Context: an optimization exercise on an open-source flow, tuned for small area, a short achievable clock period and few clock cycles. The choices shown serve that exercise and are no tape-out recipe.
In this exercise RTL edits were held to simulation tests only and were not proved equivalent to the original.
Power and IR drop assume default switching activity.

### flow/run.sh
#!/bin/bash
# Layout flow: the standard ORFS flow (standard.sh) with these changes:
#  - synthesis keeps adders as plain logic for ABC (no full/half-adder cell
#    extraction), so ABC can restructure carry logic for delay;
#  - port buffers are buf_4 cells instead of the default delay-type buffer;
set -euo pipefail
bash standard.sh \
    ADDER_MAP_FILE= \
    "BUFFER_PORTS_ARGS=-buffer_cell sky130_fd_sc_hd__buf_4" \
    SETUP_SLACK_MARGIN=5.7 \
    TNS_END_PERCENT=100 \
    finish > orfs_make.log 2>&1
### standard.sh
#!/bin/bash
# synth_recipe.tcl (not shown) runs the flow's synth.tcl, then flattens the netlist and writes it again
# the make line also repeats each setting of config.mk as NAME=value (left out here)
make -C /OpenROAD-flow-scripts/flow DESIGN_CONFIG=/design/flow/config.mk WORK_HOME=/design/flow/orfs CLKGATE_MAP_FILE= SYNTH_SCRIPT=/design/flow/synth_recipe.tcl "${@:-finish}"
### config.mk
export PLATFORM = sky130hd
export DESIGN_NAME = cpu
export DESIGN_NICKNAME = cpu
export VERILOG_FILES = /design/flow/design.v
export SDC_FILE = /design/flow/constraint.sdc
export NUM_CORES = 8
export LEC_CHECK = 0
export CAP_MARGIN = 20
export CORE_MARGIN = 2
export CORE_UTILIZATION = 40
export SETUP_SLACK_MARGIN = 5
export SLEW_MARGIN = 20
export TNS_END_PERCENT = 0
### constraint.sdc
create_clock -name core_clock -period 10.0 [get_ports {clk}]
set_input_delay 2.0000 -clock core_clock [delete_from_list [all_inputs] [get_ports {clk}]]
set_output_delay 2.0000 -clock core_clock [all_outputs]
set_load 0.01 [all_outputs]
### design.v
module pfx_add #(parameter W = 32) (
    input  [W-1:0] a,
    input  [W-1:0] b,
    input          ci,
    output [W-1:0] s,
    output         co
);
    reg [W-1:0] g, p, gg, pp;
    integer i, l;
    always @(*) begin
        g = a & b;
        p = a ^ b;
        g[0] = g[0] | (p[0] & ci);
        gg = g;
        pp = p;
        for (l = 0; (1 << l) < W; l = l + 1)
            for (i = 0; i < W; i = i + 1)
                if ((i >> l) & 1) begin
                    gg[i] = gg[i] | (pp[i] & gg[((i >> l) << l) - 1]);
                    pp[i] = pp[i] & pp[((i >> l) << l) - 1];
                end
    end
    assign s  = p ^ {gg[W-2:0], ci};
    assign co = gg[W-1];
endmodule
module imm_add #(parameter W = 12) (
    input  [31:0]  x,
    input  [W-1:0] imm,
    output [31:0]  s
);
    wire [W-1:0] lo;
    wire         c;
    pfx_add #(W) u_lo (.a(x[W-1:0]), .b(imm), .ci(1'b0), .s(lo), .co(c));
    wire [31-W:0] hp = x[31:W] + 1'b1;
    wire [31-W:0] hm = x[31:W] - 1'b1;
    assign s = {(c == imm[W-1]) ? x[31:W] : (c ? hp : hm), lo};
endmodule
module cpu (
    input clk,
    input reset,
    output reg [31:0] iaddr,
    input [31:0] idata,
    output reg [31:0] daddr,
    input [31:0] drdata,
    output reg [31:0] dwdata,
    output reg [3:0] dwe
);
    reg [31:1] pc_r;         
    wire [31:0] pc = {pc_r, 1'b0};
    reg [31:0] rf [1:31];
    reg        xv;
    reg [31:0] xa, xb;       
    reg [11:0] ximm;
    reg [31:1] xtgt_r;       
    wire [31:0] xtgt = {xtgt_r, 1'b0};
    reg [4:0]  xrd;
    reg        xwen;
    reg [2:0]  xf3;
    reg        xsub, xsra, xload, xstore, xbr, xjalr, xpred;
    reg        s_add, s_sll, s_slt, s_sltu, s_xor, s_sr, s_or, s_and, s_link, s_tgt;
    reg [31:0] mres;         
    reg [31:0] mdw;
    reg [3:0]  mdwe;
    reg [4:0]  mrd;
    reg        mwe, mload;
    reg [2:0]  mf3;
    reg [31:0] ld;
    always @(*) begin
        case (mf3[1:0])
            2'b00: begin
                case (mres[1:0])
                    2'b00: ld[7:0] = drdata[7:0];
                    2'b01: ld[7:0] = drdata[15:8];
                    2'b10: ld[7:0] = drdata[23:16];
                    default: ld[7:0] = drdata[31:24];
                endcase
                ld[31:8] = {24{ld[7] & ~mf3[2]}};
            end
            2'b01: begin
                ld[15:0] = mres[1] ? drdata[31:16] : drdata[15:0];
                ld[31:16] = {16{ld[15] & ~mf3[2]}};
            end
            default: ld = drdata;
        endcase
    end
    wire [31:0] mwdata = mload ? ld : mres;
    always @(*) begin
        daddr = mres;
        dwdata = mdw;
        dwe = mdwe & {4{~reset}};
    end
    always @(posedge clk) begin
        if (mwe) rf[mrd] <= mwdata;
    end
    wire [31:0] a = xa;
    wire [31:0] b = xb;
    wire [31:0] addr;
    imm_add #(12) u_addr (.x(a), .imm(ximm), .s(addr));
    wire [31:0] sum;
    pfx_add #(32) u_sum (.a(a), .b(b), .ci(xsub), .s(sum), .co());
    reg [31:0] lt_t, eq_t;
    reg [15:0] lt1, eq1;
    reg [7:0]  lt2, eq2;
    reg [3:0]  lt3, eq3;
    reg [1:0]  lt4, eq4;
    integer k;
    always @(*) begin
        lt_t = ~a & b;
        eq_t = ~(a ^ b);
        for (k = 0; k < 16; k = k + 1) begin
            lt1[k] = lt_t[2*k+1] | (eq_t[2*k+1] & lt_t[2*k]);
            eq1[k] = eq_t[2*k+1] & eq_t[2*k];
        end
        for (k = 0; k < 8; k = k + 1) begin
            lt2[k] = lt1[2*k+1] | (eq1[2*k+1] & lt1[2*k]);
            eq2[k] = eq1[2*k+1] & eq1[2*k];
        end
        for (k = 0; k < 4; k = k + 1) begin
            lt3[k] = lt2[2*k+1] | (eq2[2*k+1] & lt2[2*k]);
            eq3[k] = eq2[2*k+1] & eq2[2*k];
        end
        for (k = 0; k < 2; k = k + 1) begin
            lt4[k] = lt3[2*k+1] | (eq3[2*k+1] & lt3[2*k]);
            eq4[k] = eq3[2*k+1] & eq3[2*k];
        end
    end
    wire ltu = lt4[1] | (eq4[1] & lt4[0]);
    wire eq  = eq4[1] & eq4[0];
    wire lts = ltu ^ a[31] ^ b[31];
    reg  [31:0] a_rev, sh_out_rev;
    integer m;
    always @(*) for (m = 0; m < 32; m = m + 1) a_rev[m] = a[31-m];
    wire [31:0] sh_in   = s_sll ? a_rev : a;
    wire        sh_fill = xsra & a[31];
    wire [31:0] sh_out  = $signed({sh_fill, sh_in}) >>> b[4:0];
    always @(*) for (m = 0; m < 32; m = m + 1) sh_out_rev[m] = sh_out[31-m];
    wire [31:0] xres = ({32{s_add}}  & sum)
                     | ({32{s_sll}}  & sh_out_rev)
                     | ({32{s_sr}}   & sh_out)
                     | ({32{s_xor}}  & (a ^ b))
                     | ({32{s_or}}   & (a | b))
                     | ({32{s_and}}  & (a & b))
                     | ({32{s_link}} & b)
                     | ({32{s_tgt}}  & xtgt)
                     | {31'd0, (s_slt & lts) | (s_sltu & ltu)};
    wire        cmp   = xf3[2] ? (xf3[1] ? ltu : lts) : eq;
    wire        cond  = (cmp ^ xf3[0]) & (xf3[2:1] != 2'b01);
    wire        redir = xv & ((xjalr & ~xpred) | (xbr & (cond ^ xpred)));
    wire [31:0] rtgt  = xjalr ? {addr[31:1], 1'b0} : xtgt;
    reg [3:0] sdwe;
    always @(*) begin
        case (xf3[1:0])
            2'b00: sdwe = 4'b0001 << addr[1:0];
            2'b01: sdwe = addr[0] ? 4'b0000 : (addr[1] ? 4'b1100 : 4'b0011);
            2'b10: sdwe = (addr[1:0] == 2'b00) ? 4'b1111 : 4'b0000;
            default: sdwe = 4'b0000;
        endcase
    end
    wire xwe = xv & xwen & ~(xload & (xf3[1:0] == 2'b01) & addr[0]);
    always @(posedge clk) begin
        if (reset) begin
            mwe <= 1'b0;
            mdwe <= 4'd0;
        end else begin
            mwe <= xwe;
            mdwe <= (xv & xstore) ? sdwe : 4'd0;
        end
        mres <= (xload | xstore) ? addr : xres;
        mdw <= xf3[1] ? b : (xf3[0] ? {2{b[15:0]}} : {4{b[7:0]}});
        mrd <= xrd;
        mload <= xload;
        mf3 <= xf3;
    end
    always @(*) iaddr = pc;
    wire [6:0] op  = idata[6:0];
    wire [4:0] rd  = idata[11:7];
    wire [2:0] f3  = idata[14:12];
    wire [4:0] rs1 = idata[19:15];
    wire [4:0] rs2 = idata[24:20];
    wire [6:0] f7  = idata[31:25];
    wire is_load  = (op == 7'b0000011) & (f3 != 3'b011) & (f3[2:1] != 2'b11);
    wire is_store = (op == 7'b0100011) & ~f3[2] & (f3[1:0] != 2'b11);
    wire alu_ok   = ~(((f3 == 3'b000) | (f3 == 3'b101)) & ((f7 != 7'b0000000) & (f7 != 7'b0100000)));
    wire is_alu   = (op == 7'b0110011) & alu_ok;
    wire alui_ok  = ~((f3 == 3'b101) & (idata[31:26] != 6'b000000) & (idata[31:26] != 6'b010000));
    wire is_alui  = (op == 7'b0010011) & alui_ok;
    wire is_lui   = (op == 7'b0110111);
    wire is_auipc = (op == 7'b0010111);
    wire is_jal   = (op == 7'b1101111);
    wire is_jalr  = (op == 7'b1100111) & (f3 == 3'b000);
    wire is_br    = (op == 7'b1100011);
    wire is_op    = is_alu | is_alui;
    wire is_sub   = is_alu & (f3 == 3'b000) & idata[30];
    wire use1 = is_load | is_store | is_op | is_jalr | is_br;
    wire use2 = is_store | is_alu | is_br;
    wire wen  = (rd != 5'd0) & (is_load | is_op | is_lui | is_auipc | is_jal | is_jalr);
    wire [31:0] imm_i = {{20{idata[31]}}, idata[31:20]};
    wire        sgn   = idata[31];
    wire [31:0] tgt_b, tgt_j;
    imm_add #(13) u_tb (.x(pc), .imm({sgn, idata[7], idata[30:25], idata[11:8], 1'b0}), .s(tgt_b));
    imm_add #(21) u_tj (.x(pc), .imm({sgn, idata[19:12], idata[20], idata[30:21], 1'b0}), .s(tgt_j));
    wire [31:0] flink = pc + 32'd4;
    wire [19:0] ahi;
    pfx_add #(20) u_ahi (.a(pc[31:12]), .b(idata[31:12]), .ci(1'b0), .s(ahi), .co());
    wire [31:0] fut   = is_lui ? {idata[31:12], 12'd0} : {ahi, pc[11:0]};
    wire        x1busy = (xv & xwen & (xrd == 5'd1)) | (mwe & (mrd == 5'd1));
    wire        jx     = xv & xwen & s_tgt & (xrd == rs1);
    wire        j0     = (rs1 == 5'd0);
    wire        jr1    = (rs1 == 5'd1) & (idata[31:20] == 12'd0) & ~x1busy;
    wire        jf     = j0 | jx | jr1;
    wire [31:0] jsum;
    imm_add #(12) u_jsum (.x(xtgt), .imm(idata[31:20]), .s(jsum));
    wire [31:0] jtgt   = j0 ? {imm_i[31:1], 1'b0} : (jx ? {jsum[31:1], 1'b0} : {rf[1][31:1], 1'b0});
    reg  [31:0] rf1, rf2;
    integer n;
    always @(*) begin
        rf1 = 32'd0;
        rf2 = 32'd0;
        for (n = 1; n < 32; n = n + 1) begin
            rf1 = rf1 | (rf[n] & {32{rs1 == n}});
            rf2 = rf2 | (rf[n] & {32{rs2 == n}});
        end
    end
    wire        mb1 = mwe & (mrd == rs1);
    wire        mb2 = mwe & (mrd == rs2);
    wire [31:0] r1  = mb1 ? mwdata : rf1;
    wire [31:0] r2  = mb2 ? mwdata : rf2;
    wire        xnw  = xv & xwen;
    wire        fw1  = xnw & (xrd == rs1);
    wire        fw2  = xnw & (xrd == rs2);
    wire        fstall = xload & ((fw1 & use1) | (fw2 & use2));
    wire        fjmp  = is_jal | (is_br & sgn) | (is_jalr & jf);
    wire [31:0] fnext = is_jalr ? jtgt : (is_jal ? tgt_j : tgt_b);
    wire [31:0] pc_f  = fstall ? pc : (fjmp ? fnext : flink);
    wire [31:0] opa = fw1 ? xres : r1;
    wire [31:0] opb = fw2 ? xres : r2;
    always @(posedge clk) begin
        if (reset) begin
            pc_r <= 31'd0;
            xv <= 1'b0;
        end else begin
            pc_r <= redir ? rtgt[31:1] : pc_f[31:1];
            xv <= ~redir & ~fstall;
        end
        xa <= opa;
        xb <= is_alui ? imm_i : ((is_jal | is_jalr) ? flink : (is_sub ? ~opb : opb));
        ximm <= is_store ? {idata[31:25], idata[11:7]} : idata[31:20];
        xtgt_r <= (is_lui | is_auipc) ? fut[31:1] : (sgn ? flink[31:1] : tgt_b[31:1]);
        xrd <= rd;
        xwen <= wen;
        xf3 <= f3;
        xsub <= is_sub;
        xsra <= idata[30] & (f3 == 3'b101);
        xload <= is_load;
        xstore <= is_store;
        xbr <= is_br;
        xjalr <= is_jalr;
        xpred <= fjmp;
        s_add  <= is_op & (f3 == 3'b000);
        s_sll  <= is_op & (f3 == 3'b001);
        s_slt  <= is_op & (f3 == 3'b010);
        s_sltu <= is_op & (f3 == 3'b011);
        s_xor  <= is_op & (f3 == 3'b100);
        s_sr   <= is_op & (f3 == 3'b101);
        s_or   <= is_op & (f3 == 3'b110);
        s_and  <= is_op & (f3 == 3'b111);
        s_link <= is_jal | is_jalr;
        s_tgt  <= is_lui | is_auipc;
    end
endmodule
==> flow_summary_export.csv, run 1 <==
group,metric,value,unit
clock_network,cts_sinks,1235,
synth,ys_seq_area_share,53.2,%
placement,hpwl,215,mm
global_routing,gr-usage-met1,49.2,%
clock_network,clock_latency,0.83,ns
floorplanning,die_x,408,um
detailed_routing,drt-wirelength-per-cell,42.1,um
clock_network,cts_root_buffer,"clkbuf_16",
power_and_ir_drop,switchingPower,3940,uW
power_and_ir_drop,power.share.clock,39.1,%
global_routing,grt_max_degree,54,
critical_path,crit_path_start_kind,"input pin",
floorplanning,rows,148,
detailed_routing,ant_nets,0,
sta,final_max_slew_viol_count,0,
clock_network,cts-buffers-inserted,134,
global_routing,grt_busiest_layer,"met2",
sta,fin_setup_tns,0,ns
status,status,"timing/DRC/antenna clean",
power_and_ir_drop,p_comb_share,16.2,%
critical_path,worstSetupPathType,"in -> reg",
power_and_ir_drop,p_sw_share,29.7,%
sta,whs,0.467,ns
synth,ys_warn_count,6,
synth,synth-async-reset-ratio,0,%
power_and_ir_drop,leakagePower,0.0262,uW
floorplanning,io_pins,166,
critical_path,reg2reg_slack,5.61,ns
floorplanning,start_util,40.1,%
clock_network,clk_pin_slew,0.06,ns
power_and_ir_drop,power_density,172,nW/um^2
power_and_ir_drop,cell_internal_pwr,9310,uW
global_routing,antenna_found_initial,24,
clock_network,h-tree-depth,4,
global_routing,overflow,0,
clock_network,cts_tree,"yes",
global_routing,grt_pass1_wl,476,mm
synth,synth_top_area_share,45.7,%
sta,fmax,218,MHz
synth,synth-main-ff-cell,"edfxtp_1",
power_and_ir_drop,vdd_drop_max,0.202,mV
placement,port_buffers,164,
critical_path,cp.required,10.72,ns
sta,setup_viol,0,
critical_path,rr_worst_depth,13,
critical_path,rr_startpoint,"xb[13]$_DFF_P_",
cells_and_area,fin_util,47.5,%
sta,final.period_utilization,45.8,%
job,max_cap_viol_count,0,
sta,slew_headroom,23.5,%
min_path,min_from,"xrd[1]$_DFF_P_",
synth,ys_types,90,
sta,fin_crit,4.58,ns
sta,fin_skew,0.0526,ns
placement,post_dp_cell_area,69700,um^2
min_path,worstHoldEndpoint,"mrd[1]$_DFF_P_",
floorplanning,core,162000,um^2
power_and_ir_drop,seq_power_share,44.7,%
critical_path,critPathArrivalTime,5.30,ns
synth,synthCells,6090,
detailed_routing,wl,357,mm
synth,syn_area,65100,um^2
floorplanning,dieArea,166000,um^2
synth,synth-edff-count,992,
clock_network,ctsHoldBuffers,0,
detailed_routing,drtPass1Iterations,17,
critical_path,rr_endpoint,"pc_r[19]$_SDFFE_PP0P_",
min_path,holdPathStages,0,
detailed_routing,viasPerCell,7.61,
cells_and_area,area_growth,18.2,%
critical_path,end_kind,"flip-flop",
min_path,holdCritPathClass,"reg -> reg",
detailed_routing,route.detailed.drc,0,
cells_and_area,final_layout_size_suffix_gt1_share,19.5,%
global_routing,grt_use_met2,57.0,%
global_routing,grt_usage,40.8,%
clock_network,clockBufferDepth,3,
sta,max_slew.worst_pin.slew,1.15,ns
detailed_routing,drt_iter0_drc,15600,
synth,synth.avg_cell_area,10.7,um^2
detailed_routing,via_count,64500,
global_routing,grt_pass1_vias,57900,
synth,ys_ff_latch,1235,
synth,yosysTopAreaCell,"edfxtp_1",
cells_and_area,fin_area,77000,um^2
sta,hold_viol,0,
critical_path,crit_fanout,32,
synth,synth_area_leaders,"edfxtp_1, a22oi_1, dfxtp_1, nor2_1, xnor2_1",
placement,gp_congestion,1.03,
floorplanning,die_y,408,um
cells_and_area,nets,6245,
global_routing,met3_usage,18.9,%
synth,syn_nets,6156,
sta,rsz0062_at_grt,"yes",
[layout by cell type, fill, tap and decap left out, types with 36 or more instances in the layout]
cell type,synthesis,final
edfxtp_1,992,992
a22oi_1,703,699
nand2_1,448,437
buf_4,2,428
nor2_1,475,364
a21oi_1,309,282
dfxtp_1,243,227
o21ai_0,235,218
xnor2_1,202,195
nand3_1,177,168
clkbuf_16,0,139
nand4_1,133,133
a221oi_1,140,130
xor2_1,111,107
a22o_1,106,106
mux2i_1,109,105
nor2_4,0,97
nor3_1,87,76
a222oi_1,70,70
inv_1,67,61
o211ai_1,51,51
o22ai_1,72,50
mux2_2,46,45
a211oi_1,45,39
mux4_2,39,39
buf_6,4,39
o21ai_1,31,36
[cell type report]
type                            instances  area (um^2)
Antenna cell                           18         45.0
Clock buffer                          157         3540
Multi-Input combinational cell       4225        30400
Fill cell                           14800        85200
Tap cell                             2175         2720
Timing Repair Buffer                  510         4410
Sequential cell                      1235        34700
Clock inverter                         85          952
Inverter                               73          288
[Yosys cell counts (106+ instances only)]
| cell type | count |
|---|---|
| clkbuf_1 | 465 |
| nand4_1 | 133 |
| nand3_1 | 177 |
| xnor2_1 | 202 |
| a22o_1 | 106 |
| dfxtp_1 | 243 |
| xor2_1 | 111 |
| a21oi_1 | 309 |
| nand2_1 | 448 |
| o21ai_0 | 235 |
| a221oi_1 | 140 |
| nor2_1 | 475 |
| mux2i_1 | 109 |
| edfxtp_1 | 992 |
| a22oi_1 | 703 |
[logic make-up after synthesis]
group | synth area share (%)
xor+xnor | 4.21
fa+ha+maj | 0.972
flops | 53.2
buf+inv | 3.73
other cells | 0.00576
simple gates | 11.3
compound gates | 22.7
mux | 3.87
[registers in the layout (all words and copies together) (netlist names), 3 cells and up]
| register | count |
|---|---|
| mf3 | 3 |
| ximm | 12 |
| xf3 | 3 |
| pc_r | 31 |
| mdw | 32 |
| xa | 32 |
| mdwe | 4 |
| rf | 992 |
| mrd | 5 |
| xb | 32 |
| mres | 32 |
| xrd | 5 |
| xtgt_r | 31 |
[stage by stage]
| stage | total power, uW | setup slack (ns) | std cells |
|---|---|---|---|
| after floorplan | 7100 | 5.31 | 6090 |
| after global placement | 7900 | 3.34 | 8070 |
| after detailed placement | 7910 | 3.76 | 8071 |
| after CTS | 13000 | 5.55 | 8388 |
| after global routing | 13500 | 5.49 | 8461 |
| final | 13200 | 5.42 | 8478 |
[critical path: stages]
cell and delay [ns]:
buf_12 0.16, or2_4 0.22, buf_4 0.14, nor2_4 0.04, buf_6 0.25, a221oi_1 0.46, nand3_1 0.17, nor4_4 0.70
a21oi_2 0.17, nand2_1 0.12, o21ai_0 0.09, a211oi_1 0.32, o41ai_1 0.14, o221ai_1 0.16
[worst max-delay path by stage]
stage               startpoint  cells past startpoint                     to
floorplan            idata[13]                     11  pc_r[19]$_SDFFE_PP0P_
global placement     idata[24]                     13         xb[26]$_DFF_P_
detailed placement   idata[24]                     13         xb[26]$_DFF_P_
CTS                  idata[21]                     14         xb[26]$_DFF_P_
global route         idata[22]                     14         xb[26]$_DFF_P_
finish               idata[23]                     14         xb[26]$_DFF_P_
[what timing repair did]
item | in CTS | in global routing
setup endpoints to repair | 108 | 93
resized for setup | 167 | 192
buffers inserted | 74 | 68
pin swaps | 47 | 64
gates cloned | 1 | 3
[metal layers]
metal,vias to the layer above,part of all wire [%]
li1,24200,-
met5,-,0.15
met1,30800,33
met3,2308,17
met2,7184,39
met4,32,10
[power groups by stage]
| stage | combinational (uW) | clock (uW) | sequential [uW] |
|---|---|---|---|
| detailed placement | 1910 | 0 | 6000 |
| global route | 2200 | 5360 | 5910 |
| CTS | 1970 | 5150 | 5900 |
| global placement | 1900 | 0 | 6000 |
| finish | 2140 | 5180 | 5920 |
| floorplan | 1300 | 0 | 5800 |
Testbench counts, summed over its fixed seeds: cycles 86,738.
==> inputs of run 2 (changes only) <==
--- a/design.v
+++ b/design.v
@@ -57,5 +57,7 @@
     reg        xwen;
     reg [2:0]  xf3;
-    reg        xsub, xsra, xload, xstore, xbr, xjalr, xpred;
+    reg        xsub, xsra, xload, xstore;
+    reg        xb_eq, xb_lt, xb_ltu, xb_inv, xb_never;
+    reg        xj_unres;     
     reg        s_add, s_sll, s_slt, s_sltu, s_xor, s_sr, s_or, s_and, s_link, s_tgt;
     reg [31:0] mres;         
@@ -144,8 +146,7 @@
                      | ({32{s_tgt}}  & xtgt)
                      | {31'd0, (s_slt & lts) | (s_sltu & ltu)};
-    wire        cmp   = xf3[2] ? (xf3[1] ? ltu : lts) : eq;
-    wire        cond  = (cmp ^ xf3[0]) & (xf3[2:1] != 2'b01);
-    wire        redir = xv & ((xjalr & ~xpred) | (xbr & (cond ^ xpred)));
-    wire [31:0] rtgt  = xjalr ? {addr[31:1], 1'b0} : xtgt;
+    wire        redir = xv & (xj_unres | xb_never | (xb_eq & (eq ^ xb_inv))
+                              | (xb_lt & (lts ^ xb_inv)) | (xb_ltu & (ltu ^ xb_inv)));
+    wire [31:0] rtgt  = xj_unres ? {addr[31:1], 1'b0} : xtgt;
     reg [3:0] sdwe;
     always @(*) begin
@@ -230,5 +231,20 @@
     wire        fw2  = xnw & (xrd == rs2);
     wire        fstall = xload & ((fw1 & use1) | (fw2 & use2));
-    wire        fjmp  = is_jal | (is_br & sgn) | (is_jalr & jf);
+    reg  [31:0] zt;
+    integer q;
+    always @(*) for (q = 0; q < 32; q = q + 1)
+        zt[q] = (xa[q] ^ xb[q]) ^ ((q == 0) ? 1'b0 : (xa[q-1] | xb[q-1]));
+    wire        z_x   = ~|zt;
+    wire        s_x   = sum[31];
+    wire        xadd  = xnw & s_add & ~xsub;
+    wire        lp1   = xadd & fw1 & (rs2 == 5'd0);     
+    wire        lp2   = xadd & fw2 & (rs1 == 5'd0);     
+    wire        l_eq  = z_x;
+    wire        l_lts = lp1 ? s_x : (~s_x & ~z_x);
+    wire        l_ltu = lp2 & ~z_x;
+    wire        l_cmp = f3[2] ? (f3[1] ? l_ltu : l_lts) : l_eq;
+    wire        l_tk  = (l_cmp ^ f3[0]) & (f3[2:1] != 2'b01);
+    wire        bpred = (lp1 | lp2) ? l_tk : sgn;
+    wire        fjmp  = is_jal | (is_br & bpred) | (is_jalr & jf);
     wire [31:0] fnext = is_jalr ? jtgt : (is_jal ? tgt_j : tgt_b);
     wire [31:0] pc_f  = fstall ? pc : (fjmp ? fnext : flink);
@@ -246,5 +262,5 @@
         xb <= is_alui ? imm_i : ((is_jal | is_jalr) ? flink : (is_sub ? ~opb : opb));
         ximm <= is_store ? {idata[31:25], idata[11:7]} : idata[31:20];
-        xtgt_r <= (is_lui | is_auipc) ? fut[31:1] : (sgn ? flink[31:1] : tgt_b[31:1]);
+        xtgt_r <= (is_lui | is_auipc) ? fut[31:1] : (bpred ? flink[31:1] : tgt_b[31:1]);
         xrd <= rd;
         xwen <= wen;
@@ -254,7 +270,10 @@
         xload <= is_load;
         xstore <= is_store;
-        xbr <= is_br;
-        xjalr <= is_jalr;
-        xpred <= fjmp;
+        xb_eq  <= is_br & (f3[2:1] == 2'b00);
+        xb_lt  <= is_br & (f3[2:1] == 2'b10);
+        xb_ltu <= is_br & (f3[2:1] == 2'b11);
+        xb_inv <= bpred ^ f3[0];
+        xb_never <= is_br & (f3[2:1] == 2'b01) & bpred;
+        xj_unres <= is_jalr & ~jf;
         s_add  <= is_op & (f3 == 3'b000);
         s_sll  <= is_op & (f3 == 3'b001);
--- a/flow/run.sh
+++ b/flow/run.sh
@@ -4,9 +4,11 @@
 #    extraction), so ABC can restructure carry logic for delay;
 #  - port buffers are buf_4 cells instead of the default delay-type buffer;
+#  - timing repair works on all endpoints and aims past the clock period;
 set -euo pipefail
 bash standard.sh \
     ADDER_MAP_FILE= \
     "BUFFER_PORTS_ARGS=-buffer_cell sky130_fd_sc_hd__buf_4" \
-    SETUP_SLACK_MARGIN=5.7 \
+    SETUP_SLACK_MARGIN=5.5 \
     TNS_END_PERCENT=100 \
+    "CTS_ARGS=-sink_clustering_enable -repair_clock_nets -dont_use_dummy_load -buf_list sky130_fd_sc_hd__clkbuf_8 -sink_clustering_size 50" \
     finish > orfs_make.log 2>&1
==> flow_summary_export.csv, run 2 <==
group,metric,value,unit
cells_and_area,area_growth,17.2,%
synth,ys_types,88,
status,status,"timing/DRC/antenna clean",
power_and_ir_drop,vdd_drop_max,0.146,mV
global_routing,grt_max_degree,60,
floorplanning,die_y,408,um
sta,setup_viol,0,
floorplanning,die_x,408,um
global_routing,overflow,0,
synth,synth.avg_cell_area,10.8,um^2
synth,ys_seq_area_share,53.2,%
cells_and_area,final_layout_size_suffix_gt1_share,21.0,%
sta,fin_crit,4.67,ns
detailed_routing,drt_iter0_drc,16200,
placement,gp_congestion,1.06,
clock_network,cts_tree,"yes",
detailed_routing,drt-wirelength-per-cell,44.2,um
clock_network,cts_sinks,1238,
clock_network,cts_root_buffer,"clkbuf_8",
sta,fin_setup_tns,0,ns
floorplanning,start_util,40.2,%
critical_path,crit_path_start_kind,"input pin",
sta,max_slew.worst_pin.slew,1.30,ns
clock_network,clk_pin_slew,0.05,ns
synth,ys_ff_latch,1238,
synth,yosysTopAreaCell,"edfxtp_1",
synth,ys_top_cells_by_count,"edfxtp_1, a22oi_1, nor2_1",
cells_and_area,largest_reg_flops,992,
critical_path,crit_fanout,38,
synth,syn_area,65300,um^2
critical_path,critPathArrivalTime,5.42,ns
power_and_ir_drop,power_density,167,nW/um^2
floorplanning,io_pins,166,
detailed_routing,wl,373,mm
critical_path,end_kind,"flip-flop",
synth,synthCells,6047,
critical_path,worstSetupPathType,"in -> reg",
power_and_ir_drop,power,12800,uW
placement,post-place-ws,3.68,ns
synth,ys_warn_count,6,
global_routing,grt_pass1_wl,492,mm
clock_network,cts-buffers-inserted,203,
clock_network,clockBufferDepth,3,
synth,synth-async-reset-ratio,0,%
sta,hold_viol,0,
clock_network,clock_latency,1.03,ns
synth,yosysMostFrequentCell,"edfxtp_1",
clock_network,ctsHoldBuffers,0,
sta,fin_skew,0.127,ns
synth,synth-edff-count,992,
power_and_ir_drop,leakagePower,0.0258,uW
sta,setup_ws,5.33,ns
detailed_routing,viasPerCell,7.75,
cells_and_area,final_common_cell,"edfxtp_1",
global_routing,antenna_found_initial,33,
sta,final.period_utilization,46.7,%
critical_path,cp.required,10.75,ns
floorplanning,rows,148,
cells_and_area,largest_register,"rf",
synth,synth_top_area_share,45.6,%
sta,slew_headroom,13.5,%
synth,synth_area_leaders,"edfxtp_1, dfxtp_1, a22oi_1, a221oi_1, xnor2_1",
job,max_cap_viol_count,0,
sta,final_max_slew_viol_count,0,
sta,rsz0062_at_grt,"yes",
synth,syn_nets,6113,
detailed_routing,route.detailed.drc,0,
sta,fmax,214,MHz
cells_and_area,final_cell_mix,"edfxtp_1, a22oi_1, buf_4",
detailed_routing,drtPass1Iterations,14,
cells_and_area,nets,6295,
global_routing,grt_usage,42.3,%
synth,synth-main-ff-cell,"edfxtp_1",
global_routing,grt_pass1_vias,58700,
clock_network,h-tree-depth,4,
placement,port_buffers,164,
detailed_routing,ant_nets,0,
floorplanning,dieArea,166000,um^2
placement,hpwl,220,mm
floorplanning,core,162000,um^2
detailed_routing,via_count,65300,
min_path,holdCritPathClass,"reg -> reg",
## run 2: layout make-up
class | instances | area (um^2)
Timing Repair Buffer | 534 | 4920
Multi-Input combinational cell | 4180 | 30900
Clock buffer | 203 | 2790
Inverter | 71 | 279
Tap cell | 2175 | 2720
Fill cell | 14900 | 85900
Timing Repair inverter | 1 | 5.00
Antenna cell | 24 | 60.1
Sequential cell | 1238 | 34800
## run 2: layer usage
metal	share of wire, %	global-route usage, %	up-vias	routed length, um
met2	39	58.6	7584	146000
met5	0.11	0.0287	-	402
met4	11	32.4	34	39500
li1	-	-	24100	-
met1	33	50.6	31100	122000
met3	17	19.9	2383	64500
## run 2: per-stage QoR
stage	util, %	instances	hold slack, ns	area [um^2]
after global routing	47.1	8406	0.474	76500
after detailed placement	43.2	8063	0.439	70100
final	47.1	8426	0.455	76500
after floorplan	-	6047	0.310	65900
after CTS	45.8	8319	0.447	74400
after global placement	43.2	8063	0.443	70100
## run 2: timing repair
item | 4_1_cts | 5_1_grt
cloned | 9 | 14
endpoints found under the setup margin | 122 | 114
resized for setup | 195 | 259
pin swaps | 25 | 79
setup buffers | 44 | 69
endpoints found under the hold margin | 0 | 0
## run 2: power by group
group / internal, uW / switching [uW] / leakage [uW] / total, uW
logic: 1080 / 1940 / 0.0128 / 3020
clock network: 1770 / 1970 / 0.00146 / 3740
registers: 5700 / 341 / 0.0115 / 6040
total: 8550 / 4250 / 0.0258 / 12800
## run 2: path summary, 6_finish.rpt
kind,from,end,slack [ns],cells past startpoint
hold reg to reg,xb[7]$_DFF_P_,mdw[7]$_DFF_P_,0.45,0
setup / recovery,idata[19],xa[4]$_DFF_P_,5.33,7
setup reg to reg,xa[1]$_DFF_P_,pc_r[13]$_SDFFE_PP0P_,5.41,13
hold / removal,xb[7]$_DFF_P_,mdw[7]$_DFF_P_,0.45,0
## run 2: kinds of logic after synthesis
logic type               synth area share [%]
adder cells (fa/ha/maj)                 0.874
other                                 0.00574
buffers and inverters                    3.74
flip-flops                               53.2
AND/OR/NAND/NOR                          11.0
AO/OA/AOI/OAI                            22.8
multiplexers                             3.77
XOR/XNOR                                 4.64
## run 2: critical path: stages
cell     delay (ns)
buf_4          0.18
xor2_1         0.17
nor4_1         0.46
nand3_4        0.83
buf_4          0.65
o22ai_1        0.73
mux2i_1        0.26
Testbench counts of run 2, summed over its fixed seeds: cycles 85,301.
==> inputs of run 3 (changes only) <==
--- a/design.v
+++ b/design.v
@@ -27,10 +27,11 @@
     input  [31:0]  x,
     input  [W-1:0] imm,
-    output [31:0]  s
+    output [31:0]  s,
+    output [31-W:0] hp       
 );
     wire [W-1:0] lo;
     wire         c;
     pfx_add #(W) u_lo (.a(x[W-1:0]), .b(imm), .ci(1'b0), .s(lo), .co(c));
-    wire [31-W:0] hp = x[31:W] + 1'b1;
+    assign hp = x[31:W] + 1'b1;
     wire [31-W:0] hm = x[31:W] - 1'b1;
     assign s = {(c == imm[W-1]) ? x[31:W] : (c ? hp : hm), lo};
@@ -59,4 +60,7 @@
     reg        xsub, xsra, xload, xstore;
     reg        xb_eq, xb_lt, xb_ltu, xb_inv, xb_never;
+    reg        xbf, xbp;     
+    reg [3:0]  xbi;          
+    reg [15:0] bht;
     reg        xj_unres;     
     reg        s_add, s_sll, s_slt, s_sltu, s_xor, s_sr, s_or, s_and, s_link, s_tgt;
@@ -98,5 +102,5 @@
     wire [31:0] b = xb;
     wire [31:0] addr;
-    imm_add #(12) u_addr (.x(a), .imm(ximm), .s(addr));
+    imm_add #(12) u_addr (.x(a), .imm(ximm), .s(addr), .hp());
     wire [31:0] sum;
     pfx_add #(32) u_sum (.a(a), .b(b), .ci(xsub), .s(sum), .co());
@@ -149,4 +153,8 @@
                               | (xb_lt & (lts ^ xb_inv)) | (xb_ltu & (ltu ^ xb_inv)));
     wire [31:0] rtgt  = xj_unres ? {addr[31:1], 1'b0} : xtgt;
+    always @(posedge clk) begin
+        if (reset) bht <= 0;
+        else if (xv & xbf) bht[xbi] <= xbp ^ redir;
+    end
     reg [3:0] sdwe;
     always @(*) begin
@@ -199,7 +207,9 @@
     wire        sgn   = idata[31];
     wire [31:0] tgt_b, tgt_j;
-    imm_add #(13) u_tb (.x(pc), .imm({sgn, idata[7], idata[30:25], idata[11:8], 1'b0}), .s(tgt_b));
-    imm_add #(21) u_tj (.x(pc), .imm({sgn, idata[19:12], idata[20], idata[30:21], 1'b0}), .s(tgt_j));
-    wire [31:0] flink = pc + 32'd4;
+    wire [31:13] pch1;
+    imm_add #(13) u_tb (.x(pc), .imm({sgn, idata[7], idata[30:25], idata[11:8], 1'b0}), .s(tgt_b), .hp(pch1));
+    imm_add #(21) u_tj (.x(pc), .imm({sgn, idata[19:12], idata[20], idata[30:21], 1'b0}), .s(tgt_j), .hp());
+    wire [11:0] fl_lo = {1'b0, pc[12:2]} + 12'd1;
+    wire [31:0] flink = {fl_lo[11] ? pch1 : pc[31:13], fl_lo[10:0], 2'b00};
     wire [19:0] ahi;
     pfx_add #(20) u_ahi (.a(pc[31:12]), .b(idata[31:12]), .ci(1'b0), .s(ahi), .co());
@@ -211,6 +221,5 @@
     wire        jf     = j0 | jx | jr1;
     wire [31:0] jsum;
-    imm_add #(12) u_jsum (.x(xtgt), .imm(idata[31:20]), .s(jsum));
-    wire [31:0] jtgt   = j0 ? {imm_i[31:1], 1'b0} : (jx ? {jsum[31:1], 1'b0} : {rf[1][31:1], 1'b0});
+    imm_add #(12) u_jsum (.x(xtgt), .imm(idata[31:20]), .s(jsum), .hp());
     reg  [31:0] rf1, rf2;
     integer n;
@@ -245,8 +254,16 @@
     wire        l_cmp = f3[2] ? (f3[1] ? l_ltu : l_lts) : l_eq;
     wire        l_tk  = (l_cmp ^ f3[0]) & (f3[2:1] != 2'b01);
-    wire        bpred = (lp1 | lp2) ? l_tk : sgn;
+    wire        bpred = (lp1 | lp2) ? l_tk : (sgn | bht[pc[5:2]]);
     wire        fjmp  = is_jal | (is_br & bpred) | (is_jalr & jf);
-    wire [31:0] fnext = is_jalr ? jtgt : (is_jal ? tgt_j : tgt_b);
-    wire [31:0] pc_f  = fstall ? pc : (fjmp ? fnext : flink);
+    wire        ps_st = fstall;
+    wire        ps_j  = ~fstall & is_jal;
+    wire        ps_b  = ~fstall & is_br & bpred;
+    wire        ps_r0 = ~fstall & is_jalr & j0;
+    wire        ps_rx = ~fstall & is_jalr & ~j0 & jx;
+    wire        ps_r1 = ~fstall & is_jalr & ~j0 & ~jx & jr1;
+    wire        ps_l  = ~fstall & ~fjmp;
+    wire [31:0] pc_f  = ({32{ps_st}} & pc) | ({32{ps_j}} & tgt_j) | ({32{ps_b}} & tgt_b)
+                      | ({32{ps_r0}} & imm_i) | ({32{ps_rx}} & jsum) | ({32{ps_r1}} & rf[1])
+                      | ({32{ps_l}} & flink);
     wire [31:0] opa = fw1 ? xres : r1;
     wire [31:0] opb = fw2 ? xres : r2;
@@ -274,4 +291,7 @@
         xb_ltu <= is_br & (f3[2:1] == 2'b11);
         xb_inv <= bpred ^ f3[0];
+        xbf <= is_br & ~sgn;
+        xbp <= bpred;
+        xbi <= pc[5:2];
         xb_never <= is_br & (f3[2:1] == 2'b01) & bpred;
         xj_unres <= is_jalr & ~jf;
--- a/flow/run.sh
+++ b/flow/run.sh
@@ -9,5 +9,5 @@
     ADDER_MAP_FILE= \
     "BUFFER_PORTS_ARGS=-buffer_cell sky130_fd_sc_hd__buf_4" \
-    SETUP_SLACK_MARGIN=5.5 \
+    SETUP_SLACK_MARGIN=5.7 \
     TNS_END_PERCENT=100 \
     "CTS_ARGS=-sink_clustering_enable -repair_clock_nets -dont_use_dummy_load -buf_list sky130_fd_sc_hd__clkbuf_8 -sink_clustering_size 50" \
==> flow_summary_export.csv, run 3 <==
group,metric,value,unit
sta,max_slew.worst_pin.slew,1.28,ns
synth,synthCells,6153,
critical_path,critPathArrivalTime,5.22,ns
critical_path,crit_path_start_kind,"input pin",
power_and_ir_drop,p_sw_share,33.0,%
synth,ys_top_cells_by_count,"edfxtp_1, a22oi_1, nor2_1",
sta,final_max_slew_viol_count,0,
power_and_ir_drop,power,12800,uW
sta,slew_headroom,13.7,%
detailed_routing,ant_nets,0,
global_routing,grt_max_degree,60,
synth,synth-main-ff-cell,"edfxtp_1",
synth,synth_area_leaders,"edfxtp_1, dfxtp_1, a22oi_1, xnor2_1, nor2_1",
power_and_ir_drop,p_comb_share,22.8,%
detailed_routing,drt-wirelength-per-cell,43.8,um
power_and_ir_drop,power_density,165,nW/um^2
cells_and_area,nets,6481,
cells_and_area,fillCellCount,15100,
placement,placed_cells,8203,
clock_network,clock_latency,1.05,ns
detailed_routing,via_count,65800,
clock_network,clk_pin_slew,0.06,ns
cells_and_area,fin_util,47.2,%
cells_and_area,largest_register,"rf",
sta,fin_setup_tns,0,ns
cells_and_area,largest_reg_flops,992,
min_path,holdCritPathClass,"reg -> reg",
detailed_routing,drt_iter0_drc,15500,
floorplanning,dieArea,169000,um^2
cells_and_area,final_common_cell,"edfxtp_1",
cells_and_area,final_layout_size_suffix_gt1_share,21.0,%
critical_path,crit_chain,"buf_16 > o211ai_1 > a222oi_1 > o21ai_2 > o221ai_1 > nand4_1 > buf_6 > a31o_4 > a222oi_1 > buf_4 > o22ai_4 > a311oi_2 > buf_4 > o21a_1 > nor3_1 > xnor2_1 > a21oi_1",
placement,gp_congestion,1.04,
clock_network,cts_sinks,1260,
global_routing,grt_pass1_wl,497,mm
global_routing,grt_pass1_vias,59400,
clock_network,cts_tree,"yes",
critical_path,slowest_stage,"a222oi_1",
critical_path,cp.required,10.76,ns
sta,whs,0.437,ns
sta,fmax,224,MHz
synth,syn_area,66100,um^2
placement,hpwl,225,mm
critical_path,max_stage_delay,0.61,ns
cells_and_area,instances_no_fill,8632,
power_and_ir_drop,vdd_drop_max,0.155,mV
floorplanning,rows,149,
power_and_ir_drop,switchingPower,4230,uW
floorplanning,io_pins,166,
synth,yosysTopAreaCell,"edfxtp_1",
sta,fin_crit,4.46,ns
clock_network,h-tree-depth,4,
synth,yosysMostFrequentCell,"edfxtp_1",
clock_network,cts_root_buffer,"clkbuf_8",
critical_path,crit_fanout,5,
clock_network,ctsHoldBuffers,0,
detailed_routing,viasPerCell,7.62,
sta,rsz0062_at_grt,"yes",
critical_path,reg2reg_slack,5.56,ns
sta,final.period_utilization,44.6,%
synth,ys_ff_latch,1260,
synth,ys_seq_area_share,53.2,%
sta,setup_viol,0,
synth,synth-edff-count,992,
global_routing,grt_usage,42.6,%
sta,fin_skew,0.168,ns
floorplanning,core,165000,um^2
synth,ys_warn_count,6,
floorplanning,die_y,410,um
power_and_ir_drop,leakagePower,0.0263,uW
placement,port_buffers,164,
cells_and_area,final_cell_mix,"edfxtp_1, a22oi_1, buf_4",
detailed_routing,route.detailed.drc,0,
detailed_routing,wl,378,mm
synth,synth.avg_cell_area,10.7,um^2
critical_path,worstSetupPathType,"in -> reg",
synth,synth_top_area_share,45.1,%
power_and_ir_drop,power.share.clock,29.4,%
cells_and_area,area_growth,17.7,%
synth,synth-async-reset-ratio,0,%
floorplanning,start_util,40.2,%
clock_network,cts-buffers-inserted,205,
clock_network,clockBufferDepth,3,
synth,syn_nets,6219,
power_and_ir_drop,seq_power_share,47.7,%
job,max_cap_viol_count,0,
power_and_ir_drop,cell_internal_pwr,8610,uW
detailed_routing,drtPass1Iterations,17,
global_routing,antenna_found_initial,38,
status,status,"timing/DRC/antenna clean",
floorplanning,die_x,410,um
sta,hold_viol,0,
critical_path,end_kind,"flip-flop",
synth,ys_types,102,
global_routing,overflow,0,
-- run 3: what timing repair did --
item                                    CTS  global route
hold endpoints to repair                  0             0
gates cloned                             14             9
pin swaps                                60            37
buffers inserted                         97            74
endpoints found under the setup margin  146           117
gates resized for setup                 275           168
-- run 3: critical path: cells and delay by family --
family	cells	cell delay, ns
xor gates and xnor gates	1	0.16
and+or+nand+nor	2	0.18
buffers and inverters	4	0.62
AOI/OAI and AO/OA	10	2.25
-- run 3: power groups by stage --
stage	Combinational, uW	Sequential (uW)	Clock (uW)
3_5_place_dp	2540	6190	0
6_report	2930	6130	3780
3_3_place_gp	2540	6190	0
4_1_cts	2710	6100	3760
5_1_grt	3010	6120	3960
2_1_floorplan	1690	5960	0
-- run 3: area by class of cell --
cell class	count	area, um^2	share of cell area (%)
Clock buffer	205	2820	3.63
Inverter	88	353	0.454
Timing Repair Buffer	592	5510	7.08
Tap cell	2189	2740	3.52
Antenna cell	30	75.1	0.0965
Multi-Input combinational cell	4267	31000	39.9
Timing Repair inverter	1	7.51	0.00965
Sequential cell	1260	35200	45.3
-- run 3: final timing paths --
kind                                            end  depth (start not counted)            from
worst max-delay path             xtgt_r[30]$_DFF_P_                         17       idata[13]
worst min-delay path                 mf3[2]$_DFF_P_                          0  xf3[2]$_DFF_P_
worst max register to register  pc_r[31]$_SDFF_PP0_                         13   xa[1]$_DFF_P_
worst min register to register       mf3[2]$_DFF_P_                          0  xf3[2]$_DFF_P_
-- run 3: cells by family (layout without fill, tap and decap cells) --
logic type      Yosys count  in the layout  share of synthesized area [%]
buf+inv                 633            886                           3.73
simple gates           1657           1661                           11.9
compound gates         1994           1997                           21.7
mux                     215            215                           4.12
other cells               1             31                        0.00567
fa+ha+maj                47             47                          0.719
flops                  1260           1260                           53.2
xor+xnor                346            346                           4.61
-- run 3: per-stage QoR --
step	worst slack, ns	cell area [um^2]
final	5.54	77800
after CTS	5.64	76200
after floorplan	5.20	66900
after detailed placement	3.50	71000
after global placement	3.52	71000
after global routing	5.40	77700
-- run 3: routing by layer --
metal / global-route usage, % / up-vias / share of wire [%]
met1: 51.1 / 31500 / 33
met4: 30.9 / 42 / 9.8
met5: 0.259 / - / 0.12
li1: - / 24600 / -
met3: 19.2 / 2226 / 17
met2: 60.1 / 7414 / 40
Testbench counts of run 3, summed over its fixed seeds: cycles 83,982.
==> inputs of run 4 (changes only) <==
--- a/design.v
+++ b/design.v
@@ -211,5 +211,5 @@
     imm_add #(21) u_tj (.x(pc), .imm({sgn, idata[19:12], idata[20], idata[30:21], 1'b0}), .s(tgt_j), .hp());
     wire [11:0] fl_lo = {1'b0, pc[12:2]} + 12'd1;
-    wire [31:0] flink = {fl_lo[11] ? pch1 : pc[31:13], fl_lo[10:0], 2'b00};
+    wire [31:0] flink = {fl_lo[11] ? pch1 : pc[31:13], fl_lo[10:0], pc[1:0]};
     wire [19:0] ahi;
     pfx_add #(20) u_ahi (.a(pc[31:12]), .b(idata[31:12]), .ci(1'b0), .s(ahi), .co());
==> flow_summary_export.csv, run 4 <==
group,metric,value,unit
sta,fmax,220,MHz
cells_and_area,multiInputGateArea,31500,um^2
floorplanning,dieArea,169000,um^2
sta,slew_headroom,17.1,%
power_and_ir_drop,leakagePower,0.0270,uW
floorplanning,core,165000,um^2
synth,synth_top_family_by_area,"compound AO/OA/AOI/OAI gates",
detailed_routing,viasPerCell,7.58,
sta,final_max_slew_viol_count,0,
power_and_ir_drop,p_comb_share,23.9,%
floorplanning,die_x,411,um
cells_and_area,final_cell_mix,"edfxtp_1, a22oi_1, nand2_1",
cells_and_area,fillCellCount,15000,
cells_and_area,area_growth,18.3,%
placement,port_buffers,164,
detailed_routing,route.detailed.drc,0,
synth,synth-async-reset-ratio,0,%
job,max_cap_viol_count,0,
floorplanning,rows,149,
synth,yosysTopAreaCell,"edfxtp_1",
detailed_routing,ant_nets,0,
synth,synth-main-ff-cell,"edfxtp_1",
cells_and_area,nets,6549,
placement,post_dp_cell_area,70900,um^2
power_and_ir_drop,seq_power_share,47.2,%
synth,synth-edff-count,992,
sta,setup_ws,5.45,ns
synth,synth_area_leaders,"edfxtp_1, dfxtp_1, a22oi_1, nand2_1, xnor2_1",
clock_network,h-tree-depth,4,
sta,setup_viol,0,
clock_network,clk_pin_slew,0.05,ns
sta,rsz0062_at_grt,"yes",
clock_network,cts_tree,"yes",
power_and_ir_drop,cell_internal_pwr,8720,uW
detailed_routing,drt_iter0_drc,16100,
cells_and_area,regArea,35200,um^2
critical_path,cp.required,10.81,ns
cells_and_area,final_common_cell,"edfxtp_1",
global_routing,antenna_found_initial,26,
critical_path,crit_fanout,7,
global_routing,grt_usage,42.5,%
sta,final.period_utilization,45.5,%
sta,fin_crit,4.55,ns
clock_network,cts-buffers-inserted,206,
power_and_ir_drop,power_density,167,nW/um^2
synth,synth_compound_area_share,21.8,%
cells_and_area,final_layout_size_suffix_gt1_share,21.5,%
detailed_routing,drtPass1Iterations,17,
cells_and_area,largest_register,"rf",
synth,synth_simple_gate_area_share,12.1,%
synth,synthCells,6220,
status,status,"timing/DRC/antenna clean",
synth,syn_nets,6286,
synth,yosysMostFrequentCell,"edfxtp_1",
global_routing,grt_max_degree,59,
power_and_ir_drop,p_sw_share,33.4,%
synth,ys_top_cells_by_count,"edfxtp_1, a22oi_1, nand2_1",
clock_network,cts_root_buffer,"clkbuf_8",
synth,ys_warn_count,6,
power_and_ir_drop,vdd_drop_max,0.160,mV
detailed_routing,drt-wirelength-per-cell,43.4,um
synth,synth_adder_area_share,0.827,%
global_routing,overflow,0,
placement,gp_congestion,1.04,
synth,ys_seq_area_share,53.1,%
critical_path,end_kind,"flip-flop",
critical_path,crit_path_start_kind,"input pin",
global_routing,grt_pass1_vias,59800,
min_path,holdCritPathClass,"reg -> reg",
floorplanning,io_pins,166,
floorplanning,die_y,411,um
clock_network,cts_sinks,1260,
floorplanning,start_util,40.2,%
synth,syn_area,66200,um^2
critical_path,worstSetupPathType,"in -> reg",
synth,synth_xor_area_share,4.34,%
synth,synth_top_area_share,45.0,%
synth,synthMuxAreaShare,4.17,%
critical_path,critPathArrivalTime,5.36,ns
detailed_routing,wl,376,mm
placement,hpwl,223,mm
clock_network,ctsHoldBuffers,0,
sta,max_slew.worst_pin.slew,1.24,ns
sta,hold_viol,0,
clock_network,clockBufferDepth,3,
sta,fin_setup_tns,0,ns
placement,post-place-ws,3.70,ns
synth,ys_ff_latch,1260,
synth,synth.avg_cell_area,10.6,um^2
global_routing,grt_pass1_wl,496,mm
power_and_ir_drop,power.share.clock,28.9,%
sta,fin_skew,0.152,ns
power_and_ir_drop,switchingPower,4380,uW
cells_and_area,largest_reg_flops,992,
clock_network,clock_latency,1.03,ns
detailed_routing,via_count,65800,
synth,ys_types,94,
cells_and_area,fin_area,78400,um^2
==> run 4: cell types whose count changed in the layout (fill, tap and decap cells not counted), moves of 14 or more <==
cell	previous run	this run
a21o_1	10	26
a221oi_1	148	132
buf_12	24	38
buf_4	490	470
buf_6	40	54
diode_2	30	14
nand2_1	448	513
nand3_1	140	167
nand4_1	157	128
xnor2_1	222	202
xor2_1	82	101
==> run 4: routing by layer <==
| layer | vias to the layer above | wire (um) | GRT usage (%) |
|---|---|---|---|
| met4 | 34 | 39200 | 32.2 |
| met1 | 31200 | 123000 | 50.6 |
| li1 | 24700 | - | - |
| met5 | - | 526 | 0.509 |
| met3 | 2273 | 66700 | 20.5 |
| met2 | 7509 | 147000 | 58.7 |
==> run 4: critical path: stages <==
cell and delay, ns:
buf_16 0.12, buf_6 0.11, a22oi_2 0.06, o21ai_2 0.22
a22oi_2 0.09, o31ai_2 0.37, a221o_1 0.36, maj3_2 0.37
o2111ai_4 0.24, buf_4 0.24, a211oi_2 0.27, o2bb2a_4 0.21
nor2_2 0.09, a41oi_2 0.04, mux2_4 0.30, a221oi_2 0.23
==> run 4: logic make-up after synthesis <==
family / count (synthesis)
xor gates and xnor gates: 328
and+or+nand+nor: 1710
AOI/OAI and AO/OA: 2010
other: 1
adders and majority gates: 54
buffers and inverters: 637
muxes: 220
DFF: 1260
==> run 4: path summary, 6_finish.rpt <==
path                                     start                  end  slack [ns]  cells past startpoint
worst max-delay path                 idata[22]  pc_r[29]$_SDFF_PP0_        5.45                     16
worst min-delay path            xf3[2]$_DFF_P_       mf3[2]$_DFF_P_        0.38                      0
worst min register to register  xf3[2]$_DFF_P_       mf3[2]$_DFF_P_        0.38                      0
worst max register to register   xa[0]$_DFF_P_   xtgt_r[31]$_DFF_P_        5.63                     19
==> run 4: cell type report <==
class,count,share of cell area [%]
sequential,1260,44.9
multi-input combinational,4331,40.2
timing repair buffer,598,7.27
clock buffer,206,3.62
tap,2189,3.49
inverter,86,0.471
antenna,14,0.0447
==> run 4: per-stage QoR <==
stage / hold WS [ns] / total power [uW] / utilization, % / cells
global placement: 0.381 / 8830 / 43.1 / 8237
floorplan: 0.310 / 7730 / - / 6220
global route: 0.386 / 13300 / 47.6 / 8671
detailed placement: 0.360 / 8840 / 43.1 / 8238
finish: 0.382 / 13100 / 47.6 / 8684
CTS: 0.374 / 12700 / 46.3 / 8579
==> run 4: power by group through the flow <==
stage / Sequential, uW / Combinational, uW / Clock (uW)
after floorplan: 5970 / 1760 / 0
after global placement: 6240 / 2600 / 0
after detailed placement: 6240 / 2600 / 0
after CTS: 6150 / 2810 / 3770
after global routing: 6170 / 3220 / 3960
final: 6190 / 3130 / 3780
==> run 4: timing repair <==
item                                    4_1_cts  5_1_grt
buffers inserted                            118       83
resized for setup                           272      294
cloned                                       17        7
pin swaps                                    90      111
endpoints found under the setup margin      154      138
Testbench counts of run 4, summed over its fixed seeds: cycles 83,982.
==> inputs of run 5 (changes only) <==
--- a/design.v
+++ b/design.v
@@ -254,5 +254,6 @@
     wire        l_cmp = f3[2] ? (f3[1] ? l_ltu : l_lts) : l_eq;
     wire        l_tk  = (l_cmp ^ f3[0]) & (f3[2:1] != 2'b01);
-    wire        bpred = (lp1 | lp2) ? l_tk : (sgn | bht[pc[5:2]]);
+    wire        bpred_h = sgn | bht[pc[5:2]];
+    wire        bpred = (lp1 | lp2) ? l_tk : bpred_h;
     wire        fjmp  = is_jal | (is_br & bpred) | (is_jalr & jf);
     wire        ps_st = fstall;
@@ -279,5 +280,5 @@
         xb <= is_alui ? imm_i : ((is_jal | is_jalr) ? flink : (is_sub ? ~opb : opb));
         ximm <= is_store ? {idata[31:25], idata[11:7]} : idata[31:20];
-        xtgt_r <= (is_lui | is_auipc) ? fut[31:1] : (bpred ? flink[31:1] : tgt_b[31:1]);
+        xtgt_r <= (is_lui | is_auipc) ? fut[31:1] : (bpred_h ? flink[31:1] : tgt_b[31:1]);
         xrd <= rd;
         xwen <= wen;
==> flow_summary_export.csv, run 5 <==
group,metric,value,unit
synth,synth-edff-count,992,
global_routing,grt_max_degree,60,
sta,fin_setup_tns,0,ns
cells_and_area,final_cell_mix,"edfxtp_1, a22oi_1, buf_4",
sta,setup_ws,5.39,ns
sta,slew_headroom,18.2,%
critical_path,critPathArrivalTime,5.46,ns
sta,rsz0062_at_grt,"yes",
sta,fin_skew,0.146,ns
clock_network,h-tree-depth,4,
clock_network,cts_root_buffer,"clkbuf_8",
synth,synth-async-reset-ratio,0,%
power_and_ir_drop,power,12900,uW
synth,ys_warn_count,6,
sta,hold_viol,0,
synth,synth_top_area_share,44.9,%
synth,ys_types,107,
job,max_cap_viol_count,0,
detailed_routing,wl,370,mm
global_routing,grt_pass1_wl,488,mm
global_routing,antenna_found_initial,38,
synth,ys_seq_area_share,52.9,%
critical_path,crit_chain,"buf_6 > nand3_1 > nor2_4 > buf_4 > a22o_1 > a221oi_1 > nand3_1 > nor2_1 > nand4_1 > o22ai_1 > mux2i_1",
critical_path,cpLargestDelayFamily,"simple AND/OR/NAND/NOR gates",
detailed_routing,drt-wirelength-per-cell,43.3,um
placement,port_buffers,164,
clock_network,clock_latency,1.02,ns
cells_and_area,multiInputGateArea,31700,um^2
clock_network,clockBufferDepth,3,
critical_path,crit_path_start_kind,"input pin",
critical_path,worstSetupPathType,"in -> reg",
critical_path,slowest_stage,"buf_4",
power_and_ir_drop,power_density,166,nW/um^2
cells_and_area,final_layout_size_suffix_gt1_share,22.3,%
detailed_routing,route.detailed.drc,0,
power_and_ir_drop,vdd_drop_max,0.157,mV
synth,syn_area,66400,um^2
critical_path,cpMostUsedCell,"nand3_1",
floorplanning,start_util,40.3,%
power_and_ir_drop,leakagePower,0.0263,uW
detailed_routing,viasPerCell,7.74,
synth,ys_ff_latch,1260,
global_routing,overflow,0,
cells_and_area,regArea,35200,um^2
cells_and_area,largest_reg_flops,992,
sta,fmax,217,MHz
critical_path,path_buf_inv,2,
floorplanning,die_y,411,um
synth,synthCells,6113,
critical_path,end_kind,"flip-flop",
global_routing,grt_usage,41.5,%
critical_path,max_stage_delay,0.77,ns
detailed_routing,via_count,66200,
clock_network,cts-buffers-inserted,201,
placement,gp_congestion,1.05,
status,status,"timing/DRC/antenna clean",
synth,yosysTopAreaCell,"edfxtp_1",
synth,syn_nets,6179,
synth,synth_area_leaders,"edfxtp_1, dfxtp_1, a22oi_1, a221oi_1, xnor2_1",
clock_network,clk_pin_slew,0.06,ns
synth,synth-main-ff-cell,"edfxtp_1",
global_routing,grt_pass1_vias,59500,
critical_path,cp.required,10.86,ns
floorplanning,rows,149,
synth,ys_top_cells_by_count,"edfxtp_1, nor2_1, a22oi_1",
sta,final_max_slew_viol_count,0,
placement,hpwl,218,mm
floorplanning,dieArea,169000,um^2
clock_network,cts_sinks,1260,
min_path,holdCritPathClass,"reg -> reg",
synth,yosysMostFrequentCell,"edfxtp_1",
detailed_routing,drtPass1Iterations,30,
floorplanning,io_pins,166,
sta,fin_crit,4.61,ns
cells_and_area,final_common_cell,"edfxtp_1",
floorplanning,core,165000,um^2
sta,setup_viol,0,
cells_and_area,fillCellCount,14900,
sta,final.period_utilization,46.1,%
critical_path,crit_fanout,23,
cells_and_area,largest_register,"rf",
detailed_routing,ant_nets,0,
cells_and_area,nets,6404,
floorplanning,die_x,411,um
detailed_routing,drt_iter0_drc,16700,
synth,synth.avg_cell_area,10.9,um^2
cells_and_area,area_growth,17.6,%
placement,post-place-ws,3.65,ns
sta,max_slew.worst_pin.slew,1.21,ns
clock_network,cts_tree,"yes",
run 5: metrics by stage:
stage	instance area, um^2	std cells	hold WS (ns)	util (%)
after floorplan	67300	6113	0.310	-
after global placement	71100	8133	0.429	43.1
after detailed placement	71200	8134	0.431	43.1
after CTS	75800	8413	0.451	46.0
after global routing	78000	8530	0.455	47.3
final	78100	8552	0.455	47.3
run 5: power breakdown:
| part | switching, uW | internal, uW |
|---|---|---|
| Sequential | 375 | 5810 |
| Clock | 1960 | 1750 |
| Combinational | 1940 | 1090 |
run 5: cell families (layout without fill, tap and decap cells):
family | Yosys count | count (layout) | share of synthesized area [%]
muxes | 217 | 217 | 4.10
and+or+nand+nor | 1609 | 1614 | 11.7
buffers and inverters | 634 | 851 | 3.88
other | 1 | 28 | 0.00565
DFF | 1260 | 1260 | 52.9
xor gates and xnor gates | 333 | 333 | 4.47
adders and majority gates | 56 | 56 | 0.859
AOI/OAI and AO/OA | 2003 | 2004 | 22.1
run 5: path summary, 6_finish.rpt:
check / start / to / slack [ns] / depth (start not counted)
max: idata[15] / xa[1]$_DFF_P_ / 5.39 / 11
max reg2reg: xa[0]$_DFF_P_ / pc_r[26]$_SDFF_PP0_ / 5.60 / 14
min reg2reg: xrd[0]$_DFF_P_ / mrd[0]$_DFF_P_ / 0.46 / 0
min: xrd[0]$_DFF_P_ / mrd[0]$_DFF_P_ / 0.46 / 0
run 5: cell type report:
class / instances / share of cell area, %
inverter: 79 / 0.396
clock buffer: 201 / 3.54
sequential: 1260 / 45.1
tap: 2189 / 3.51
timing repair inverter: 1 / 0.00641
timing repair buffer: 570 / 6.73
multi-input combinational: 4225 / 40.6
antenna: 27 / 0.0865
run 5: timing repair:
item | CTS | global route
hold buffers | 0 | 0
endpoints found under the hold margin | 0 | 0
pin swaps | 48 | 94
setup buffers | 67 | 101
setup endpoints to repair | 130 | 114
resized for setup | 256 | 232
cloned | 11 | 10
run 5: layer usage:
metal | up-vias | track usage, % | part of all wire (%)
met5 | - | 0.509 | 0.055
met4 | 20 | 32.5 | 11
met3 | 2659 | 21.0 | 18
met2 | 7827 | 56.9 | 38
met1 | 31100 | 48.7 | 32
li1 | 24500 | - | -
Testbench counts of run 5, summed over its fixed seeds: cycles 83,982.

-- static timing again, ports no longer ideal --
How much do the figures lean on ideal ports? The routed layouts below were timed once more, with nothing changed but the port constraints. Step 1 (the two cells are an assumption about what drives the block):
set clk [get_ports {clk}]
set_driving_cell -lib_cell sky130_fd_sc_hd__clkbuf_16 $clk
set_driving_cell -lib_cell sky130_fd_sc_hd__buf_2 [delete_from_list [all_inputs] $clk]
Step 2 times the ports against the registers' clock, not the clock port: input delays grow and output delays shrink by t, the midpoint of the rising clock arrivals with the driver on. Three values: no drivers, after step 1, after step 2; two values: the first two.
| run | t (ns) | setup slack, ns | clock arrival spread, ns | pins driven straight from the clock port |
|---|---|---|---|---|
| run 1 | 0.896 | 5.418 / 5.413 / 4.517 | 0.053 / 0.054 | 1 |
| run 2 | 1.050 | 5.327 / 5.376 / 4.327 | 0.130 / 0.131 | 1 |
| run 3 | 1.057 | 5.540 / 5.425 / 4.368 | 0.172 / 0.172 | 1 |
| run 4 | 1.022 | 5.451 / 5.329 / 4.307 | 0.165 / 0.165 | 1 |
| run 5 | 1.028 | 5.392 / 5.346 / 4.318 | 0.155 / 0.155 | 1 |
After both steps every run listed still meets setup and hold. The setup slack of run 3, which loses most, moves by -0.115 ns with the drivers and by -1.172 ns with both steps.
